Background: an optimization exercise with open tools, aiming at a short achievable clock period and few clock cycles. Do not read the settings as production practice. Only simulation tests tie the RTL to the original design; equivalence was not proved. Power is estimated from default activity; no workload was simulated.

==> flow/design.v (excerpt) <==
module Muliti_CPU (
	input clk,
	input reset,
	input MIO_ready,
	input [31:0] Data_in,
	output mem_w,
	output CPU_MIO,
	output [31:0] Addr_out,
	output [31:0] Data_out );
Size: about 7,000 cells after synthesis, roughly 2,200 flip-flops, roughly 100 I/O pins.
clock: 11.0 ns
lec_check: 0
abc_clock_period_in_ps: 2500
cap_margin: 30
core_margin: 2
core_utilization: 30
place_density: 0.5
slew_margin: 30
standard.sh (not shown) runs the stock make flow with config.mk's settings and CLKGATE_MAP_FILE= SYNTH_SCRIPT=/design/flow/synth_recipe.tcl, a recipe that flattens the netlist after the stock synthesis.
==> flow/flow/run.sh <==
#!/bin/bash
# The standard layout (the standard.sh: standard synthesis and the ORFS
# steps) with changes to how it is made only; constraints and clock period
# are unchanged:
#  - the port buffers that buffer_ports inserts are buf_6 cells rather than
#    the smallest buffer (a slow delay cell).
set -euo pipefail
MARGIN=${MARGIN:-7.3}
bash standard.sh SETUP_SLACK_MARGIN=$MARGIN SKIP_GATE_CLONING=1 \
  "BUFFER_PORTS_ARGS=-buffer_cell sky130_fd_sc_hd__buf_6" \
  finish > standard_make.log 2>&1
Testbench counts at the start, summed over its fixed seeds: cycles 69,748.
Edit:
--- a/flow/flow/run.sh
+++ b/flow/flow/run.sh
@@ -6,5 +6,5 @@
 #    the smallest buffer (a slow delay cell).
 set -euo pipefail
-MARGIN=${MARGIN:-7.3}
+MARGIN=${MARGIN:-6.8}
 bash standard.sh SETUP_SLACK_MARGIN=$MARGIN SKIP_GATE_CLONING=1 \
   "BUFFER_PORTS_ARGS=-buffer_cell sky130_fd_sc_hd__buf_6" \
Outcome: The changed run finished with timing, DRC and antenna clean. Routed wire length goes down slightly. Die area stays the same. Sequential cell count does not change. Clock power goes up by a little under a tenth. Core utilization goes down by 1.0 points.

========
Muliti_CPU again, from the RTL that the note above started with.
Settings: LEC_CHECK=0, ABC_CLOCK_PERIOD_IN_PS=2500, CAP_MARGIN=30, CORE_MARGIN=2, CORE_UTILIZATION=30, PLACE_DENSITY=0.5, SLEW_MARGIN=30; clock period 11.0 ns.
==> flow/flow/run.sh <==
#!/bin/bash
# The standard layout (the standard.sh: standard synthesis and the ORFS
# steps) with changes to how it is made only; constraints and clock period
# are unchanged:
#  - the port buffers that buffer_ports inserts are buf_6 cells rather than
#    the smallest buffer (a slow delay cell).
set -euo pipefail
MARGIN=${MARGIN:-8}
bash standard.sh SETUP_SLACK_MARGIN=$MARGIN SKIP_GATE_CLONING=1 \
  "BUFFER_PORTS_ARGS=-buffer_cell sky130_fd_sc_hd__buf_6" \
  finish > standard_make.log 2>&1
Testbench counts at the start, summed over its fixed seeds: cycles 69,748.
Change:
--- a/flow/flow/run.sh
+++ b/flow/flow/run.sh
@@ -8 +8 @@
-MARGIN=${MARGIN:-8}
+MARGIN=${MARGIN:-7.3}
- PLACE_DENSITY: 0.5 -> 0.62
The changed run finished with timing, DRC and antenna clean.
Clock skew came out lower by 0.072 ns.
Sequential power barely changes.
Fmax went down by 2.8%.
Via count drops by 0.99%.
Total power went down by 7.1%.
Synthesized area does not change.
Critical path depth grows by 3.
Change:
--- a/flow/flow/run.sh
+++ b/flow/flow/run.sh
@@ -8 +8 @@
-MARGIN=${MARGIN:-7.3}
+MARGIN=${MARGIN:-9}
- PLACE_DENSITY: 0.62 -> 0.5
Effect:
- The new run completed without violations
- register-to-register slack is better by 0.04 ns
- final area is higher by 14%
- final cell count climbs by 7.4%
- core utilization increases by 5.1 points
- synthesized area stays the same
- hold slack is about the same
- routed wire length increases by 17%
- clock-buffer cell count grows by 17
Change:
--- a/flow/flow/run.sh
+++ b/flow/flow/run.sh
@@ -8 +8 @@
-MARGIN=${MARGIN:-9}
+MARGIN=${MARGIN:-7.3}
- ABC_CLOCK_PERIOD_IN_PS: 2500 -> 1800
After rerunning:
- The new run ran to the end with no violations
- non-clock buffer count shrinks by 771
- combinational power shrinks by about a fifth
- total power shrinks by roughly a tenth
- die area is unchanged
- fmax grows by a few percent
- clock skew shrinks by 0.021 ns
- cell area shrinks by roughly a tenth
- synthesized cell count is unchanged
- sequential share of layout area grows by 6.4 points

-- port drivers added, routing unchanged --
The flow's constraints put no driver on any port. The routed layouts listed below were extracted and timed again, unchanged, in two steps.
Step 1 sets driving cells, clkbuf_16 on the clock port and buf_2 on the other inputs (assumed; they add their load-dependent delay and slew).
Step 2 moves the port delays by t, midway between the first and last clock arrival at a register: inputs arrive t later, outputs are due t later. That takes back most of the time a late clock gives input paths.
a / b / c = ideal / step 1 / step 2; a / b = the first two.
run	t (ns)	setup WS [ns]	worst setup path at the end	cell pins on the clock port's net
the first run of note 1	1.032	6.757 / 6.757 / 5.911	input to register	1
the second run of note 1	1.039	6.713 / 6.640 / 5.858	input to register	1
the first run of note 2	0.977	6.863 / 6.875 / 5.934	input to register	1
the second run of note 2	0.993	6.741 / 6.731 / 5.897	input to register	1
the third run of note 2	0.998	6.663 / 6.708 / 5.710	input to register	1
the fourth run of note 2	1.032	6.757 / 6.757 / 5.911	input to register	1
After both steps setup and hold are still met in every run listed. For the third run of note 2, which loses most, drivers alone change the setup slack by +0.045 ns; drivers and shift together by -0.953 ns.
